What follows belongs to an exercise in optimizing a design on an open flow for small area, a short achievable clock period and few clock cycles; a production flow would make more cautious choices. No functional check of the RTL was part of any run shown here. Power and IR drop assume default switching activity.

## flow/design.v (module list and top-level ports; edited modules follow where they fit)
// module mmult: 6101 lines
// module mmult_fa: 4 lines
// module mmult_xor: 3 lines
// module mmult_xnor: 3 lines
// module mmult_or: 3 lines
// module mmult_nor: 3 lines
module mmult#(parameter MATRIX_SIZE = 3,
              parameter INPUT_UNIT_LEN = 8,
              parameter OUTPUT_UNIT_LEN = INPUT_UNIT_LEN*2+1)
             (input clk,
              input reset_n,
              input enable,
              input [0:9*INPUT_UNIT_LEN-1] A_mat,
              input [0:9*INPUT_UNIT_LEN-1] B_mat,
              output valid,
              output wire [0:9*OUTPUT_UNIT_LEN-1] C_mat);
  // ...
==> flow/flow/run.sh <==
#!/bin/bash
# The standard layout (the standard.sh, synthesis unchanged), except that
# the port buffers are a stronger buffer than the one buffer_ports picks on
# its own: every input and output port still gets exactly one buffer.
set -euo pipefail
export BUFFER_PORTS_ARGS="-buffer_cell sky130_fd_sc_hd__buf_4"
bash standard.sh finish > standard.log 2>&1
==> flow/standard.sh <==
#!/bin/bash
# synth_recipe.tcl (not shown) runs the flow's synth.tcl, then flattens the netlist and writes it again
# the make line also repeats each setting of config.mk as NAME=value (left out here)
make -C /OpenROAD-flow-scripts/flow DESIGN_CONFIG=/design/flow/config.mk WORK_HOME=/design/flow/orfs CLKGATE_MAP_FILE= SYNTH_SCRIPT=/design/flow/synth_recipe.tcl "${@:-finish}"
==> flow/config.mk <==
export PLATFORM = sky130hd
export DESIGN_NAME = mmult
export DESIGN_NICKNAME = mmult
export VERILOG_FILES = /design/flow/design.v
export SDC_FILE = /design/flow/constraint.sdc
export NUM_CORES = 4
export LEC_CHECK = 0
export CAP_MARGIN = 30
export CORE_MARGIN = 2
export CORE_UTILIZATION = 40
export SETUP_SLACK_MARGIN = 3.3
export SLEW_MARGIN = 45
export SYNTH_HIERARCHICAL = 1
export TNS_END_PERCENT = 5
==> flow/constraint.sdc <==
create_clock -name core_clock -period 8.0 [get_ports {clk}]
set_input_delay 1.6000 -clock core_clock [delete_from_list [all_inputs] [get_ports {clk}]]
set_output_delay 1.6000 -clock core_clock [all_outputs]
set_load 0.01 [all_outputs]
==> metrics.md, run 1 <==
| Metric | Value |
|---|---|
| Setup violators final | 0 |
| Buffers, non-clock | 305 |
| Status | timing/DRC/antenna clean |
| Synth cell types | 56 |
| Syn Nets | 6239 |
| Starting density of the core | 40.3% |
| Final WL | 165 mm |
| Layout cells sized above 1 | 9.83% |
| Hold Crit Start | enable |
| Critical Path AT | 3.13 ns |
| Global-route wire length before repair | 253 mm |
| Routed len/inst | 26.3 um |
| Clock Path Buffers | 3 |
| Setup Fix Bufs, Post-CTS | 4 |
| Crit path depth | 8 |
| Met3 usage | 7.15% |
| CTS root buf | clkbuf_16 |
| Top sig layer | met5 |
| Met2 routed WL | 76.1 mm |
| Synth Cell Area | 48300 sq um |
| Largest family of logic cells by synthesized area | adder cells |
| Aggregate global-route resource usage | 27.8% |
| Most common cell in the netlist | nand2_1 |
| Leading area contributor after synthesis | fa_1 |
| Kind of cell adding the most delay to the critical path | compound AO/OA/AOI/OAI gates |
| Post-synth top cells | 1766 x nand2_1, 1485 x fa_1, 288 x clkbuf_1 |
| Post-DRT Antenna Nets | 0 |
| Iter 0 DRT Violations | 3212 |
| Crit-path max cell delay | 0.63 ns |
| Number of cell rows | 127 |
| Register area share after synthesis | 11.6% |
| Hold-fix buffers, CTS | 0 |
| Cell Pwr Density | 393 nW/um^2 |
| Xor and xnor area share after synthesis | 4.06% |
| Area share of the largest cell type after synthesis | 61.6% |
| Min Tclk post-route | 4.73 ns |
| Leakage | 18.5 nW |
| CP endpoint kind | primary output |
| Combinational gate power | 16.2 mW |
==> run 2, diff against run 1 <==
--- a/flow/config.mk
+++ b/flow/config.mk
@@ -9,5 +9,5 @@
 export CORE_MARGIN = 2
 export CORE_UTILIZATION = 40
-export SETUP_SLACK_MARGIN = 3.3
+export SETUP_SLACK_MARGIN = 3.5
 export SLEW_MARGIN = 45
 export SYNTH_HIERARCHICAL = 1
==> metrics.md, run 2 <==
| Metric | Value |
|---|---|
| Pins Over Slew Limit | 0 |
| Worst Path Buf+Inv | 1 |
| Layout cells sized above 1 | 16.8% (+7.0 points) |
| Area of the die | 123000 sq um |
| Initial antenna violation count | 5 |
| Post-Synthesis Cells | 4598 |
| Worst slew margin | 48.6% |
| Required @ worst endpoint | 6.40 ns |
| Routed len/inst | 26.4 um (+0.23%) |
| Asr flop ratio synth | 0% |
| Crit path depth | 7 (-1) |
| Clock sink total | 280 |
| Min Tclk post-route | 4.69 ns (-0.0424 ns) |
| FF+latch count, synth | 280 |
| Worst slew pin tran | 0.769 ns |
| DRC viols | 0 |
| Number of cell rows | 127 (unchanged) |
| H-tree levels | 2 |
| IO Count | 301 |
| DR vias/cell | 5.63 |
| Vias in the first global route | 40000 |
| Syn Nets | 6239 (unchanged) |
| Post-synth EDFFs | 0 |
| Synth warnings | 7 |
| Critical Path AT | 3.09 ns (-0.04 ns) |
| Final WL | 165 mm (+0.31%) |
| Via count | 35400 |
| Leading area contributor after synthesis | fa_1 |
| WS Path Type | reg2out |
| CP Launch Type | flip-flop |
| CP endpoint kind | primary output |
| CTS tree | built |
| Hold WC Path Type | in2reg |
| Max-Cap Viols | 0 |
| Hold Slack | 1.18 ns |
| Post-DRT Antenna Nets | 0 (unchanged) |
| PortBufs | 300 |
| CP dominant cell by count | and3_1 |
| Dpl ws | 2.86 ns |
| Main synth FF type | dfxtp_1 |
| Hold path depth | 2 |
| Syn-to-layout area delta | 11.5% |
| CP max FO | 5 |
| Final Cycle Share | 58.6% |
| Crit-path max cell delay | 0.57 ns (-0.06 ns) |
| Most frequent cells in the layout | 1744 x nand2_1, 1171 x fa_1, 314 x fa_2 |
| Most common cell in the netlist | nand2_1 |
| Area share of the largest cell type after synthesis | 61.6% (unchanged) |
| Drt pass-1 iters | 6 |
| CTS root buf | clkbuf_16 |
| Congestion Overflow GR | 0 |
| RSZ-0062 raised after global routing | true |
| Iter 0 DRT Violations | 2990 (-6.9%) |
| Cell at the slowest stage of the critical path | fa_1 |
| Largest net degree at the start of global routing | 25 |
| Avg Inst Size Synth | 10.5 sq um |
| Clock Path Buffers | 3 (unchanged) |
| Cts bufs inserted | 39 |
| Cell Pwr Density | 391 nW/um^2 (-0.39%) |
| # nets final | 6274 |
| Area contributors post-synth | fa_1 62%, nand2_1 14%, dfxtp_1 12%, xor2_1 2.4%, clkbuf_1 2.2% |
| Starting density of the core | 40.3% (unchanged) |
| Aggregate global-route resource usage | 27.8% (about the same) |
| Final worst slack | 3.31 ns |
| Status | timing/DRC/antenna clean |
| Area post-placement | 52100 sq um |
| Detail Placement HPWL | 120 mm |
| Placeable Area | 120000 sq um |
| Final Hold Fails | 0 |
| Gp weighted congestion | 0.876 |
| Die Wd | 351 um |
| Global-route wire length before repair | 251 mm (-0.65%) |
| Register area share after synthesis | 11.6% (unchanged) |
| Post-synth top cells | 1766 x nand2_1, 1485 x fa_1, 288 x clkbuf_1 |
| F_max | 0.213 GHz |
| Clock transition at path regs | 0.06 ns |
| Synth cell types | 56 (unchanged) |
| Crit path cell chain | fa_1, xor2_1, and3_1, a21oi_2, and3_1, or4_1, buf_4 |
| Leakage | 18.5 nW (-0.34%) |
| Kind of cell adding the most delay to the critical path | simple AND/OR/NAND/NOR gates |
| VDD IR-drop max | 0.365 mV |
| Synth Cell Area | 48300 sq um (unchanged) |
| Commonest non-fill, non-tap cell in the layout | nand2_1 |
| Final Instance Area | 53800 sq um |
| Hold-fix buffers, CTS | 0 (unchanged) |
| Die height | 351 um |
| Setup violators final | 0 (unchanged) |
| Setup total negative slack | 0 ns |
[run 2: cell type report]
cell class | instances | area (sq um)
Fill cell | 11300 | 66000
Multi-Input combinational cell | 3953 | 42300
Sequential cell | 280 | 5610
Timing Repair Buffer | 309 | 2320
Tap cell | 1612 | 2020
Clock buffer | 51 | 1080
Clock inverter | 19 | 294
Inverter | 50 | 188
Antenna cell | 3 | 7.51
[run 2: cell families (layout without fill, tap and decap cells)]
family | after synthesis | count (layout) | share of synthesized area [%]
DFF | 280 | 280 | 11.6
adders and majority gates | 1494 | 1494 | 61.8
other | 0 | 3 | 0
and+or+nand+nor | 2039 | 2039 | 16.8
AOI/OAI and AO/OA | 194 | 194 | 2.64
muxes | 2 | 2 | 0.0415
xor gates and xnor gates | 224 | 224 | 4.06
buffers and inverters | 365 | 429 | 3.05
[run 2: stage by stage]
step	utilization, %	power [mW]	std cells
3_5_place_dp	43.5	19.0	6195
2_1_floorplan	-	12.9	4598
6_report	44.9	21.1	6277
5_1_grt	44.9	23.2	6274
3_3_place_gp	43.5	18.8	6195
4_1_cts	44.8	21.2	6270
[run 2: what timing repair did]
item,4_1_cts,5_1_grt
hold endpoints to repair,0,0
pin swaps,5,9
resized for setup,27,23
setup endpoints to repair,30,71
setup buffers,5,4
cloned,0,0
[run 2: path summary, 6_finish.rpt]
check / end / slack (ns) / from
worst max-delay path: C_mat[35] / 3.31 / e02_q[14]$_DFF_P_
worst min-delay path: valid_store$_SDFF_PN0_ / 1.18 / enable
[run 2: power breakdown]
| group | internal (mW) | total, mW | switching [mW] |
|---|---|---|---|
| clock network | 1.15 | 1.90 | 0.749 |
| registers | 2.28 | 2.73 | 0.454 |
| logic | 7.37 | 16.4 | 9.05 |
[run 2: routing by layer]
metal	vias to the layer above	GRT usage [%]	share of wire (%)
met5	-	0	0.027
met3	446	7.85	12
met4	6	11.8	4.9
li1	13900	-	-
met2	2229	43.1	45
met1	18800	36.8	38
[run 2: modules after synthesis (local to each module, per instance)]
module | cells | copies in the design | flip-flops and latches | cell area [sq um]
mmult_or | 1 | 27 | 0 | 6.26
mmult_fa | 1 | 1485 | 0 | 20.0
mmult_xor | 1 | 90 | 0 | 8.76
mmult_nor | 1 | 90 | 0 | 3.75
mmult_xnor | 1 | 27 | 0 | 8.76
mmult | 2879 | 1 | 280 | 17000
==> run 3, diff against run 2 <==
--- a/flow/config.mk
+++ b/flow/config.mk
@@ -9,5 +9,5 @@
 export CORE_MARGIN = 2
 export CORE_UTILIZATION = 40
-export SETUP_SLACK_MARGIN = 3.5
+export SETUP_SLACK_MARGIN = 3.7
 export SLEW_MARGIN = 45
 export SYNTH_HIERARCHICAL = 1
==> metrics.md, run 3 <==
| Metric | Value |
|---|---|
| Simple-Gate Fraction of Synth Area | 16.8% (unchanged) |
| Wire length on met3 | 20.5 mm (+4.2%) |
| Crit path depth | 8 (+1) |
| Setup total negative slack | 0 ns (unchanged) |
| Synth Cell Area | 48300 sq um (unchanged) |
| Met2 routed WL | 78.0 mm (+4.8%) |
| Layout cells sized above 1 | 19.7% (+2.9 points) |
| Commonest non-fill, non-tap cell in the layout | nand2_1 |
| Synth warnings | 7 (unchanged) |
| Iter 0 DRT Violations | 3153 (+5.5%) |
| RSZ-0062 raised after global routing | true |
| Post-synthesis adder-cell area fraction | 61.8% (unchanged) |
| Top sig layer | met5 |
| Largest family of logic cells by synthesized area | adder cells |
| Starting density of the core | 40.3% (unchanged) |
| Area share of the largest cell type after synthesis | 61.6% (unchanged) |
| # nets final | 6324 (+0.80%) |
| Clock transition at path regs | 0.06 ns (about the same) |
| FF+latch count, synth | 280 (unchanged) |
| Avg Inst Size Synth | 10.5 sq um (unchanged) |
| Critical path startpoint | e12_q[16]$_DFF_P_ |
| Die height | 351 um (unchanged) |
| Die Wd | 351 um (unchanged) |
| Met1 Wirelength | 61.9 mm (-2.1%) |
| Congestion Overflow GR | 0 (unchanged) |
| Area contributors post-synth | fa_1 62%, nand2_1 14%, dfxtp_1 12%, xor2_1 2.4%, clkbuf_1 2.2% |
| Leading area contributor after synthesis | fa_1 |
| Finished Core Util | 45.7% (+0.76 points) |
| VDD IR-drop max | 0.485 mV (+33%) |
| Cell at the slowest stage of the critical path | fa_2 |
| Worst slew pin tran | 0.662 ns (-0.108 ns) |
| Area of the die | 123000 sq um (unchanged) |
| Detail Placement HPWL | 121 mm (+0.84%) |
| Multi-input gate area | 42800 sq um (+1.2%) |
| Routed len/inst | 26.6 um (+1.0%) |
| CP endpoint kind | primary output |
| CTS root buf | clkbuf_16 |
| Clock Path Buffers | 3 (unchanged) |
| Initial antenna violation count | 9 (+4) |
| Main synth FF type | dfxtp_1 |
| CP max FO | 2 (-3) |
| Crit path cell chain | fa_2, xor2_2, and4_4, a221oi_4, nand3b_1, a311oi_2, xor2_1, buf_4 |
| Vias in the first global route | 40800 (+2.0%) |
| CTS tree | built |
| Synth cell types | 56 (unchanged) |
| Final Cycle Share | 57.9% (-0.76 points) |
| WS Path Type | reg2out |
| Pins Over Slew Limit | 0 (unchanged) |
| Hold WC Path Type | in2reg |
| Worst Path Buf+Inv | 1 (unchanged) |
| IO Count | 301 (unchanged) |
| Largest net degree at the start of global routing | 25 (unchanged) |
| Placeable Area | 120000 sq um (unchanged) |
| Final Hold Fails | 0 (unchanged) |
| Cts bufs inserted | 40 (+2.6%) |
| Hold-fix buffers, CTS | 0 (unchanged) |
| Kind of cell adding the most delay to the critical path | adder cells |
| Cell Pwr Density | 409 nW/um^2 (+4.7%) |
| Post-synthesis compound-gate area fraction | 2.64% (unchanged) |
| Worst slew margin | 55.7% (+7.2 points) |
| Crit path to | C_mat[87] |
| H-tree levels | 2 (unchanged) |
| CP Launch Type | flip-flop |
| Syn Nets | 6239 (unchanged) |
| Number of cell rows | 127 (unchanged) |
| Most common cell in the netlist | nand2_1 |
| Fillers | 11100 (-1.2%) |
| Storage cell area | 5620 sq um (+0.25%) |
| Overall power | 22.4 mW (+6.5%) |
| Global-route wire length before repair | 257 mm (+2.2%) |
| F_max | 0.216 GHz (+1.3%) |
| Crit-path max cell delay | 0.63 ns (+0.06 ns) |
| Aggregate global-route resource usage | 28.3% (+0.53 points) |
| Via count | 35800 (+1.3%) |
| Most frequent cells in the layout | 1738 x nand2_1, 1148 x fa_1, 353 x buf_4 |
| Post-Synthesis Cells | 4598 (unchanged) |
| Setup violators final | 0 (unchanged) |
| Status | timing/DRC/antenna clean |
| DR vias/cell | 5.66 (+0.44%) |
| Required @ worst endpoint | 6.40 ns (about the same) |
| PortBufs | 300 (unchanged) |
| Leakage | 18.8 nW (+1.8%) |
| Register area share after synthesis | 11.6% (unchanged) |
| Post-synth EDFFs | 0 (unchanged) |
| Mux share of post-synthesis cell area | 0.0415% (unchanged) |
| Min Tclk post-route | 4.63 ns (-0.0606 ns) |
| Hold path depth | 2 (unchanged) |
| Xor and xnor area share after synthesis | 4.06% (unchanged) |
| Max-Cap Viols | 0 (unchanged) |
| Clock sink total | 280 (unchanged) |
| Gp weighted congestion | 0.903 (+3.0%) |
| Drt pass-1 iters | 6 (unchanged) |
| Post-synth top cells | 1766 x nand2_1, 1485 x fa_1, 288 x clkbuf_1 |
| Critical Path AT | 3.03 ns (-0.06 ns) |
| DRC viols | 0 (unchanged) |
| Syn-to-layout area delta | 13.4% |
| Post-DRT Antenna Nets | 0 (unchanged) |
| Final WL | 168 mm (+1.8%) |
| Asr flop ratio synth | 0% (unchanged) |
## run 3: cell counts after synthesis
Identical to the previous run, type by type.
## run 3: per-stage QoR
stage	cells	worst slack, ns	instance area (sq um)	hold WS [ns]
floorplan	4598	3.40	50400	1.72
global placement	6195	2.89	52100	1.80
detailed placement	6195	2.84	52100	1.81
CTS	6292	3.38	54200	1.15
global route	6324	3.27	54700	1.19
finish	6328	3.37	54700	1.19
## run 3: metal layers
layer / vias to the layer above / global-route usage, %
li1: 14000 / -
met1: 19000 / 36.4
met2: 2282 / 45.2
met3: 485 / 8.07
met4: 10 / 11.7
met5: - / 0
## run 3: cell families after synthesis
group                    Yosys count
AO/OA/AOI/OAI                    194
XOR/XNOR                         224
adder cells (fa/ha/maj)         1494
buffers and inverters            365
flip-flops                       280
multiplexers                       2
AND/OR/NAND/NOR                 2039
## run 3: how the worst min path moves through the flow
| stage | from | endpoint | slack, ns |
|---|---|---|---|
| after floorplan | enable | valid_store$_SDFF_PN0_ | 1.72 |
| after global placement | enable | valid_store$_SDFF_PN0_ | 1.80 |
| after detailed placement | enable | valid_store$_SDFF_PN0_ | 1.81 |
| after CTS | enable | valid_store$_SDFF_PN0_ | 1.15 |
| after global routing | enable | valid_store$_SDFF_PN0_ | 1.19 |
| final | enable | valid_store$_SDFF_PN0_ | 1.19 |
## run 3: layout make-up
type | instances | share of cell area [%]
Multi-Input combinational cell | 3953 | 78.2
Clock inverter | 16 | 0.437
Clock buffer | 54 | 2.09
Tap cell | 1612 | 3.68
Sequential cell | 280 | 10.3
Antenna cell | 5 | 0.0229
Inverter | 50 | 0.343
Timing Repair Buffer | 358 | 4.94
## run 3: modules after synthesis, one instance, submodules excluded
module / area (sq um) / flops+latches
mmult_or: 6.26 / 0
mmult_xnor: 8.76 / 0
mmult_fa: 20.0 / 0
mmult: 17000 / 280
mmult_nor: 3.75 / 0
mmult_xor: 8.76 / 0
## run 3: repair_timing
item,CTS,global route
endpoints found under the setup margin,137,202
pin swaps,31,49
buffers inserted,27,31
gates resized for setup,79,68
## run 3: power by group
part	switching, mW	internal (mW)
Combinational	9.54	8.19
Clock	0.764	1.17
Sequential	0.465	2.28
==> run 4, diff against run 3 <==
==> flow/flow/run.sh (replaced) <==
#!/bin/bash
# The standard layout (the standard.sh, synthesis unchanged), except for
# the port buffers: every input and output port still gets exactly one
# buffer, but a buf_4 instead of the weak buffer buffer_ports picks on its
# own, and after global placement the input-port buffers, which each drive
# the 24 partial products of one operand bit, are made buf_8
# (upsize_inputs.tcl).  make's output goes to standard.log; each step's log
# stays in orfs/logs.
set -euo pipefail
export BUFFER_PORTS_ARGS="-buffer_cell sky130_fd_sc_hd__buf_4"
export POST_GLOBAL_PLACE_TCL="$PWD/flow/upsize_inputs.tcl"
bash standard.sh finish > standard.log 2>&1
==> flow/flow/upsize_inputs.tcl (new file) <==
# Make the buffers that buffer_ports put on the A_mat and B_mat inputs buf_8.
set n 0
foreach inst [get_cells *] {
  if { [get_property $inst ref_name] != "sky130_fd_sc_hd__buf_4" } { continue }
  set pin [get_pins -of_objects $inst -filter "direction == input"]
  set net [get_property [get_nets -of_objects $pin] name]
  if { [string match "A_mat*" $net] || [string match "B_mat*" $net] } {
    replace_cell $inst sky130_fd_sc_hd__buf_8
    incr n
  }
}
puts "upsize_inputs: $n input buffers made buf_8"
--- a/flow/config.mk
+++ b/flow/config.mk
@@ -9,5 +9,5 @@
 export CORE_MARGIN = 2
 export CORE_UTILIZATION = 40
-export SETUP_SLACK_MARGIN = 3.7
+export SETUP_SLACK_MARGIN = 3.3
 export SLEW_MARGIN = 45
 export SYNTH_HIERARCHICAL = 1
==> metrics.md, run 4 <==
| Metric | Value |
|---|---|
| Placeable Area | 120000 sq um (unchanged) |
| Register area share after synthesis | 11.6% (unchanged) |
| Aggregate global-route resource usage | 27.8% (-0.52 points) |
| Sw Share | 49.1% (+1.1 points) |
| Post-DRT Antenna Nets | 0 (unchanged) |
| Starting density of the core | 40.3% (unchanged) |
| Most frequent cells in the layout | 1766 x nand2_1, 1460 x fa_1, 280 x dfxtp_1 |
| FF+latch count, synth | 280 (unchanged) |
| RSZ-0062 raised after global routing | true |
| Hold path depth | 2 (unchanged) |
| Commonest non-fill, non-tap cell in the layout | nand2_1 |
| Cell Pwr Density | 384 nW/um^2 (-6.1%) |
| Routed len/inst | 26.3 um (-1.1%) |
| Global-route wire length before repair | 253 mm (-1.4%) |
| Sw power | 10.2 mW (-5.3%) |
| Combinational share of power | 78.1% (-1.0 points) |
| Clock transition at path regs | 0.06 ns (about the same) |
| Max-Cap Viols | 0 (unchanged) |
| CP max FO | 3 (+1) |
| Layout cells sized above 1 | 9.88% (-9.9 points) |
| Most common cell in the netlist | nand2_1 |
| IO Count | 301 (unchanged) |
| WS Path Type | reg2out |
| Avg Inst Size Synth | 10.5 sq um (unchanged) |
| Final WL | 165 mm (-2.0%) |
| Post-synth top cells | 1766 x nand2_1, 1485 x fa_1, 288 x clkbuf_1 |
| Required @ worst endpoint | 6.40 ns (about the same) |
| Clock sink total | 280 (unchanged) |
| Synth cell types | 56 (unchanged) |
| Clk pwr share | 8.9% (+0.3 points) |
| CTS root buf | clkbuf_16 |
| Clock Path Buffers | 3 (unchanged) |
| Area of the die | 123000 sq um (unchanged) |
| Die Wd | 351 um (unchanged) |
| Hold WC Path Type | in2reg |
| CP Launch Type | flip-flop |
| Worst Hold End | valid_store$_SDFF_PN0_ |
| P_int | 10.6 mW (-9.3%) |
| VDD IR-drop max | 0.587 mV (+21%) |
| DR vias/cell | 5.67 (+0.19%) |
| Largest net degree at the start of global routing | 25 (unchanged) |
| Leakage | 18.9 nW (+0.42%) |
| Flop pwr share | 13.0% (+0.7 points) |
| Post-Synthesis Cells | 4598 (unchanged) |
| Area contributors post-synth | fa_1 62%, nand2_1 14%, dfxtp_1 12%, xor2_1 2.4%, clkbuf_1 2.2% |
| Overall power | 20.8 mW (-7.4%) |
| # nets final | 6269 (-0.87%) |
| DRC viols | 0 (unchanged) |
| Synth Cell Area | 48300 sq um (unchanged) |
| Setup violators final | 0 (unchanged) |
| PortBufs | 300 (unchanged) |
| Syn-to-layout area delta | 11.8% |
| Worst slew margin | 56.7% (+0.95 points) |
| Worst slew pin tran | 0.645 ns (-0.0166 ns) |
| Die height | 351 um (unchanged) |
| Asr flop ratio synth | 0% (unchanged) |
| Cts bufs inserted | 39 (-2.5%) |
| Synth warnings | 7 (unchanged) |
| CP endpoint kind | primary output |
| Post-synth EDFFs | 0 (unchanged) |
| Main synth FF type | dfxtp_1 |
| Syn Nets | 6239 (unchanged) |
| Antenna cells | 0 (-5) |
| Area share of the largest cell type after synthesis | 61.6% (unchanged) |
| Vias in the first global route | 40500 (-0.69%) |
| H-tree levels | 2 (unchanged) |
| Leading area contributor after synthesis | fa_1 |
| Pins Over Slew Limit | 0 (unchanged) |
| Iter 0 DRT Violations | 3128 (-0.79%) |
| Setup total negative slack | 0 ns (unchanged) |
| Hold-fix buffers, CTS | 0 (unchanged) |
| Drt pass-1 iters | 6 (unchanged) |
| Critical Path AT | 3.14 ns (+0.11 ns) |
| Final Cycle Share | 59.2% (+1.4 points) |
| Detail Placement HPWL | 118 mm (-2.8%) |
| CTS tree | built |
| Number of cell rows | 127 (unchanged) |
| Initial antenna violation count | 1 (-8) |
| Status | timing/DRC/antenna clean |
| Min Tclk post-route | 4.74 ns (+0.109 ns) |
| Final Hold Fails | 0 (unchanged) |
| F_max | 0.211 GHz (-2.3%) |
| Via count | 35500 (-0.75%) |
| Congestion Overflow GR | 0 (unchanged) |
| Hold Crit Start | enable |
[run 4: cell counts after synthesis]
No cell type changed its count.
[run 4: cells by family (layout without fill, tap and decap cells)]
family	after synthesis	count (layout)	share of synthesized area, %
AO/OA/AOI/OAI	194	194	2.64
buffers and inverters	365	424	3.05
adder cells (fa/ha/maj)	1494	1494	61.8
flip-flops	280	280	11.6
XOR/XNOR	224	224	4.06
AND/OR/NAND/NOR	2039	2039	16.8
multiplexers	2	2	0.0415
[run 4: metrics by stage]
step | area (sq um) | std cells | hold WS (ns) | utilization [%] | setup slack, ns
2_1_floorplan | 48800 | 4598 | 1.72 | - | 3.28
3_3_place_gp | 51300 | 6195 | 1.80 | 42.8 | 2.84
3_5_place_dp | 52400 | 6195 | 1.80 | 43.7 | 2.98
4_1_cts | 53800 | 6266 | 1.15 | 44.9 | 3.17
5_1_grt | 54000 | 6269 | 1.19 | 45.1 | 3.18
6_report | 54000 | 6269 | 1.19 | 45.1 | 3.26
[run 4: area by class of cell]
cell class	count	area (sq um)
fillers	11100	65800
multi-input cells	3953	41500
flip-flops and latches	280	5610
repair buffers	304	3360
well taps	1612	2020
clock buffers	50	1100
clock inverters	20	236
inverters	50	188
[run 4: worst max-delay path by stage]
stage          cells past startpoint         startpoint           endpoint  slack [ns]
4_1_cts                            8   e11_q[7]$_DFF_P_          C_mat[69]        3.17
3_3_place_gp                       8          A_mat[37]  e12_q[13]$_DFF_P_        2.84
6_report                           8  e11_q[13]$_DFF_P_          C_mat[69]        3.26
2_1_floorplan                      8          A_mat[37]  e11_q[13]$_DFF_P_        3.28
3_5_place_dp                       8          A_mat[31]  e12_q[13]$_DFF_P_        2.98
5_1_grt                            8   e11_q[7]$_DFF_P_          C_mat[69]        3.18
[run 4: layer usage]
layer / up-vias / GRT usage (%) / share of wire [%]
li1: 13900 / - / -
met4: 2 / 12.5 / 5.3
met1: 18800 / 36.7 / 37
met5: - / 0 / 0.0067
met3: 502 / 6.26 / 11
met2: 2273 / 44.1 / 46
[run 4: Yosys stat by module, one instance, submodules excluded]
module / flops+latches / area (sq um) / copies in the design / cells
mmult: 280 / 17000 / 1 / 2879
mmult_fa: 0 / 20.0 / 1485 / 1
mmult_nor: 0 / 3.75 / 90 / 1
mmult_or: 0 / 6.26 / 27 / 1
mmult_xnor: 0 / 8.76 / 27 / 1
mmult_xor: 0 / 8.76 / 90 / 1
[run 4: critical path: stages, from the launching register on]
cell	delay (ns)
dfxtp_1	0.31
xnor2_1	0.30
xor2_1	0.33
nand3b_1	0.24
o21ai_4	0.27
a21oi_2	0.12
and3_1	0.16
or4_4	0.59
buf_4	0.18
[run 4: power by group through the flow]
stage	combinational (mW)	clock (mW)	sequential, mW
final	16.2	1.84	2.70
after CTS	16.2	1.89	2.71
after global placement	15.8	0	2.71
after global routing	18.1	1.94	2.79
after floorplan	10.0	0	2.63
after detailed placement	16.1	0	2.73
[run 4: repair_timing]
item | 4_1_cts | 5_1_grt
buffers inserted | 1 | 3
gates resized for setup | 8 | 29
pin swaps | 3 | 5
setup endpoints to repair | 13 | 28
hold endpoints to repair | 0 | 0

-- re-timing with driven ports --
The results above use ideal ports. As a check the final layouts listed here were re-extracted and re-timed, cells and wires unchanged. Step 1 assumes that a clkbuf_16 drives the clock port and a buf_2 every other input. Step 2 also shifts input and output timing later by t, the mid clock arrival at the registers, as if the neighbouring blocks saw the same clock. Slacks: no drivers / after step 1 / after step 2; pairs: no drivers / after step 1.
run	shift t [ns]	setup slack, ns	latest minus earliest clock arrival (ns)	cell pins on the clock port's net
run 1	0.682	3.269 / 3.194 / 2.710	0.035 / 0.035	1
run 2	0.676	3.311 / 3.239 / 2.831	0.053 / 0.053	1
run 3	0.693	3.372 / 3.295 / 2.776	0.040 / 0.040	1
run 4	0.683	3.262 / 3.189 / 2.896	0.041 / 0.041	1
After both steps every run listed still meets setup and hold. For run 3, which loses most, drivers alone change the setup slack by -0.077 ns; drivers and shift together by -0.596 ns.
